This design comes from an exercise in tuning for small area on the open sky130 flow, not from production work.
Function was checked by simulation only, so behaviour that the tests miss may differ from the original. No driver is modelled on the clock port, so clocking that relies on it looks cheaper here than on a real chip.

Design audiotrans, start of the top module:
module audiotrans(		input logic CLOCK_50, reset_in,
						input logic slow_tick, com_tick,
						input logic [0:3] volume,
						input logic [3:0] sel,
						input logic [31:0] left_in, right_in,
						output logic [31:0] left_out, right_out,
						output logic [25:0] lights,
						output logic [6:0] vol0, vol1);
clock: 30.0 ns
lec_check: 0
cap_margin: 5
core_margin: 2
core_utilization: 55
slew_margin: 5
standard.sh (not shown) runs the stock make flow with config.mk's settings and CLKGATE_MAP_FILE= SYNTH_SCRIPT=/design/flow/synth_recipe.tcl, a recipe that flattens the netlist after the stock synthesis.
==> flow/flow/run.sh <==
#!/bin/bash
# Standard layout (the standard.sh, ORFS) with three changes:
#  - after the standard synthesis, invopt2.py re-chooses the polarity of full
#    adders and of gates that have an inverting twin (and2/nand2, ...) so that
#    fewer inverters are needed; the logic and the registers are unchanged;
#  - the clock tree is built from clkbuf_16 in clusters of up to 32 sinks,
#    without dummy loads;
#  - the port buffers are buf_1 cells.
# Each step writes its full output to its own log in this folder.
set -euo pipefail
RES=$PWD/orfs/results/sky130hd/audiotrans/base
LIB=$FLOW_HOME/platforms/sky130hd/lib/sky130_fd_sc_hd__tt_025C_1v80.lib
CTS="-sink_clustering_enable -repair_clock_nets -dont_use_dummy_load -buf_list sky130_fd_sc_hd__clkbuf_16 -sink_clustering_size 30 -sink_clustering_max_diameter 80"
bash standard.sh $RES/1_2_yosys.v > synth_run.log 2>&1
cp $RES/1_2_yosys.v $RES/1_2_yosys_std.v
python3 flow/invopt2.py $LIB $RES/1_2_yosys_std.v $RES/1_2_yosys.v > invopt.log 2>&1
bash standard.sh CTS_ARGS="$CTS" BUFFER_PORTS_ARGS="-buffer_cell sky130_fd_sc_hd__buf_1" finish > layout_run.log 2>&1
Other scripts of this flow, unchanged in this note and not shown: flow/flow/invopt2.py
The baseline went through all stages and came out clean.
==> next run, changes <==
--- a/flow/flow/run.sh
+++ b/flow/flow/run.sh
@@ -13 +13 @@
-CTS="-sink_clustering_enable -repair_clock_nets -dont_use_dummy_load -buf_list sky130_fd_sc_hd__clkbuf_16 -sink_clustering_size 30 -sink_clustering_max_diameter 80"
+CTS="-sink_clustering_enable -repair_clock_nets -dont_use_dummy_load -buf_list sky130_fd_sc_hd__clkbuf_16 -sink_clustering_size 36 -sink_clustering_max_diameter 60"
- CAP_MARGIN: 5 -> 20
- SLEW_MARGIN: 5 -> 20
- global-route usage hardly moves
- maximum frequency stays flat
- via count climbs by about 0.37%
- core utilization climbs by 0.65 points

* * *

## run A
Another version of the RTL of audiotrans (not shown whole).
Size in the first run: about 1800 flip-flops, ~180 I/O pins.
==> flow/config.mk <==
export PLATFORM = sky130hd
export DESIGN_NAME = audiotrans
export DESIGN_NICKNAME = audiotrans
export VERILOG_FILES = /design/flow/design.v
export SDC_FILE = /design/flow/constraint.sdc
export NUM_CORES = 4
export LEC_CHECK = 0
export CAP_MARGIN = 20
export CORE_MARGIN = 2
export CORE_UTILIZATION = 65
export CTS_BUF_LIST = sky130_fd_sc_hd__clkbuf_8
export CTS_CLUSTER_SIZE = 40
export SLEW_MARGIN = 20
==> flow/constraint.sdc <==
create_clock -name core_clock -period 30.0 [get_ports {CLOCK_50}]
set_input_delay 6.0000 -clock core_clock [delete_from_list [all_inputs] [get_ports {CLOCK_50}]]
set_output_delay 6.0000 -clock core_clock [all_outputs]
set_load 0.01 [all_outputs]
run.sh (not shown) runs the stock make flow with config.mk's settings and CLKGATE_MAP_FILE= SYNTH_SCRIPT=/design/flow/synth_recipe.tcl, a recipe that flattens the netlist after the stock synthesis.
Stock flow here: none of the scripts above is used.
Inputs modified between run A and run B:
# run A
export LEC_CHECK = 0
export CAP_MARGIN = 20
export CORE_MARGIN = 2
export CORE_UTILIZATION = 65
export CTS_BUF_LIST = sky130_fd_sc_hd__clkbuf_8
export CTS_CLUSTER_SIZE = 40
export SLEW_MARGIN = 20
create_clock -name core_clock -period 30.0 [get_ports {CLOCK_50}]
# run B
export LEC_CHECK = 0
export CAP_MARGIN = 20
export CORE_MARGIN = 2
export CORE_UTILIZATION = 40
export SLEW_MARGIN = 20
create_clock -name core_clock -period 30.0 [get_ports {CLOCK_50}]
==> flow/flow/run.sh (new file) <==
#!/bin/bash
bash standard.sh CTS_ARGS="-sink_clustering_enable -repair_clock_nets -dont_use_dummy_load -buf_list sky130_fd_sc_hd__clkbuf_8 -sink_clustering_size 16 -sink_clustering_max_diameter 80" > standard_run.log 2>&1
==> flow/standard.sh (new file) <==
#!/bin/bash
# synth_recipe.tcl (not shown) runs the flow's synth.tcl, then flattens the netlist and writes it again
# the make line also repeats each setting of config.mk as NAME=value (left out here)
make -C /OpenROAD-flow-scripts/flow DESIGN_CONFIG=/design/flow/config.mk WORK_HOME=/design/flow/orfs CLKGATE_MAP_FILE= SYNTH_SCRIPT=/design/flow/synth_recipe.tcl "${@:-finish}"
removed: flow/run.sh
Findings:
- Run B finished end to end and its layout was clean on timing, DRC and antenna.
- Run B reports a higher number of gates on the worst path with buffers counted than run A does.
- In run B, overall routed net length is lower than in run A.
- On flop-to-flop setup slack, the higher figure sits with run B, not run A.
- Proportion of cell area occupied by multi-input gates sits higher in run B than in run A.
- Detailed-route wire length on metal 1 across run B and run A: no real change.
- Number of antenna violations at the first check in global routing was lower in run B than in run A.
- Fmax went up slightly going from run A to run B.
The following lists how run C was set up differently from run B:
==> flow/run.sh (new file) <==
#!/bin/bash
# synth_recipe.tcl (not shown) runs the flow's synth.tcl, then flattens the netlist and writes it again
# the make line also repeats each setting of config.mk as NAME=value (left out here)
make -C /OpenROAD-flow-scripts/flow DESIGN_CONFIG=/design/flow/config.mk WORK_HOME=/design/flow/orfs CLKGATE_MAP_FILE= SYNTH_SCRIPT=/design/flow/synth_recipe.tcl finish
removed: flow/flow/run.sh
removed: flow/standard.sh
Notes after the runs:
- Summary — slew of the pin with the lowest slew margin, run C relative to run B: higher, by 0.067 ns.
- The flow did not stop early for run C: all stages ran, and the layout cleared the timing, DRC and antenna checks.
- Cell area was higher in run C than in run B.
- The more densely filled core belongs to run C, not run B.
#### Input delta (run D over run C)
==> flow/flow/run.sh (new file) <==
#!/bin/bash
bash standard.sh CTS_ARGS="-sink_clustering_enable -repair_clock_nets -dont_use_dummy_load -buf_list sky130_fd_sc_hd__clkbuf_16 -sink_clustering_size 26 -sink_clustering_max_diameter 100" > standard_run.log 2>&1
==> flow/standard.sh (new file) <==
#!/bin/bash
# synth_recipe.tcl (not shown) runs the flow's synth.tcl, then flattens the netlist and writes it again
# the make line also repeats each setting of config.mk as NAME=value (left out here)
make -C /OpenROAD-flow-scripts/flow DESIGN_CONFIG=/design/flow/config.mk WORK_HOME=/design/flow/orfs CLKGATE_MAP_FILE= SYNTH_SCRIPT=/design/flow/synth_recipe.tcl "${@:-finish}"
removed: flow/run.sh
Notes after the runs:

* * *

Setup of lane 1:
audiotrans again, from the RTL that the note above started with.
Design audiotrans, start of the top module:
module audiotrans(		input logic CLOCK_50, reset_in,
						input logic slow_tick, com_tick,
						input logic [0:3] volume,
						input logic [3:0] sel,
						input logic [31:0] left_in, right_in,
						output logic [31:0] left_out, right_out,
						output logic [25:0] lights,
						output logic [6:0] vol0, vol1);
==> flow/config.mk <==
export PLATFORM = sky130hd
export DESIGN_NAME = audiotrans
export DESIGN_NICKNAME = audiotrans
export VERILOG_FILES = /design/flow/design.v
export SDC_FILE = /design/flow/constraint.sdc
export NUM_CORES = 4
export LEC_CHECK = 0
export CAP_MARGIN = 20
export CORE_MARGIN = 2
export CORE_UTILIZATION = 55
export SLEW_MARGIN = 20
==> flow/constraint.sdc <==
create_clock -name core_clock -period 30.0 [get_ports {CLOCK_50}]
set_input_delay 6.0000 -clock core_clock [delete_from_list [all_inputs] [get_ports {CLOCK_50}]]
set_output_delay 6.0000 -clock core_clock [all_outputs]
set_load 0.01 [all_outputs]
standard.sh (not shown) runs the stock make flow with config.mk's settings and CLKGATE_MAP_FILE= SYNTH_SCRIPT=/design/flow/synth_recipe.tcl, a recipe that flattens the netlist after the stock synthesis.
==> flow/flow/run.sh <==
#!/bin/bash
# Standard layout (the standard.sh, ORFS) with three changes:
#  - after the standard synthesis, invopt2.py re-chooses the polarity of full
#    adders and of gates that have an inverting twin (and2/nand2, ...) so that
#    fewer inverters are needed; the logic and the registers are unchanged;
#  - the clock tree is built from clkbuf_16 in clusters of up to 30 sinks
#    (clkbuf_8 for the root and the upper levels),
#    without dummy loads;
#  - the port buffers are buf_1 cells.
# Each step writes its full output to its own log in this folder.
set -euo pipefail
RES=$PWD/orfs/results/sky130hd/audiotrans/base
LIB=$FLOW_HOME/platforms/sky130hd/lib/sky130_fd_sc_hd__tt_025C_1v80.lib
CTS="-sink_clustering_enable -repair_clock_nets -dont_use_dummy_load -buf_list sky130_fd_sc_hd__clkbuf_16 -sink_clustering_size 30 -sink_clustering_max_diameter 100 -root_buf sky130_fd_sc_hd__clkbuf_8 -tree_buf sky130_fd_sc_hd__clkbuf_8"
bash standard.sh $RES/1_2_yosys.v > synth_run.log 2>&1
cp $RES/1_2_yosys.v $RES/1_2_yosys_std.v
python3 flow/invopt2.py $LIB $RES/1_2_yosys_std.v $RES/1_2_yosys.v > invopt.log 2>&1
bash standard.sh CTS_ARGS="$CTS" BUFFER_PORTS_ARGS="-buffer_cell sky130_fd_sc_hd__buf_1" finish > layout_run.log 2>&1
Other scripts of this flow, unchanged in this note and not shown: flow/flow/invopt2.py
Lane 1 did not stop at any stage, and its layout met the timing, DRC and antenna checks.
What lane 2 does differently from lane 1 at the input level:
diff --git a/flow/flow/run.sh b/flow/flow/run.sh
--- a/flow/flow/run.sh
+++ b/flow/flow/run.sh
@@ -4,5 +4,5 @@
 #    adders and of gates that have an inverting twin (and2/nand2, ...) so that
 #    fewer inverters are needed; the logic and the registers are unchanged;
-#  - the clock tree is built from clkbuf_16 in clusters of up to 30 sinks
+#  - the clock tree is built from clkbuf_16 in clusters of up to 28 sinks
 #    (clkbuf_8 for the root and the upper levels),
 #    without dummy loads;
@@ -12,5 +12,5 @@
 RES=$PWD/orfs/results/sky130hd/audiotrans/base
 LIB=$FLOW_HOME/platforms/sky130hd/lib/sky130_fd_sc_hd__tt_025C_1v80.lib
-CTS="-sink_clustering_enable -repair_clock_nets -dont_use_dummy_load -buf_list sky130_fd_sc_hd__clkbuf_16 -sink_clustering_size 30 -sink_clustering_max_diameter 100 -root_buf sky130_fd_sc_hd__clkbuf_8 -tree_buf sky130_fd_sc_hd__clkbuf_8"
+CTS="-sink_clustering_enable -repair_clock_nets -dont_use_dummy_load -buf_list sky130_fd_sc_hd__clkbuf_16 -sink_clustering_size 28 -sink_clustering_max_diameter 100 -root_buf sky130_fd_sc_hd__clkbuf_8 -tree_buf sky130_fd_sc_hd__clkbuf_8"
 bash standard.sh $RES/1_2_yosys.v > synth_run.log 2>&1
 cp $RES/1_2_yosys.v $RES/1_2_yosys_std.v
Findings:
- Diff lane 2..lane 1 | number of max-capacitance violations reported | unchanged
- Going from lane 1 to lane 2, placement-stage worst setup slack roughly the same; ratio of cells with drive above 1 in the final layout barely changed; number of routed nets with antenna violations stayed essentially flat.
- Cell area after layout across lane 2 and lane 1: no real change.
- In terms of global-route usage over all layers, lane 2 and lane 1 differ only marginally.
- ~same total via count in the routed design in lane 2 and lane 1

==> static timing again, ports no longer ideal <==
The flow's constraints put no driver on any port. The routed layouts listed below were extracted and timed again, unchanged, in two steps.
Step 1 sets driving cells, clkbuf_16 on the clock port and buf_2 on the other inputs (assumed; they add their load-dependent delay and slew).
Step 2 also shifts input and output timing later by t, the mid clock arrival at the registers, as if the neighbouring blocks saw the same clock.
a / b / c = ideal / step 1 / step 2; a / b = the first two.
run | t, ns | slack for setup (ns) | hold slack, ns | clock arrival spread, ns | pins driven straight from the clock port
the first run of note 1 | 0.710 | 1.124 / 1.124 / 1.124 | 0.247 / 0.247 / 0.247 | 0.141 / 0.140 | 1
the second run of note 1 | 0.748 | 1.087 / 1.087 / 1.087 | 0.236 / 0.236 / 0.236 | 0.140 / 0.140 | 1
run A | 0.968 | 1.062 / 1.062 / 1.062 | 0.286 / 0.286 / 0.286 | 0.108 / 0.108 | 1
run B | 0.902 | 1.197 / 1.197 / 1.197 | 0.281 / 0.281 / 0.281 | 0.118 / 0.119 | 1
run C | 0.863 | 1.239 / 1.239 / 1.239 | 0.300 / 0.300 / 0.300 | 0.046 / 0.046 | 1
run D | 0.738 | 1.244 / 1.244 / 1.244 | 0.267 / 0.267 / 0.267 | 0.110 / 0.110 | 1
lane 1 | 0.841 | 1.036 / 1.036 / 1.036 | 0.265 / 0.265 / 0.265 | 0.131 / 0.131 | 1
lane 2 | 0.853 | 1.048 / 1.048 / 1.048 | 0.266 / 0.266 / 0.266 | 0.122 / 0.122 | 1
After both steps setup and hold are still met in every run listed.
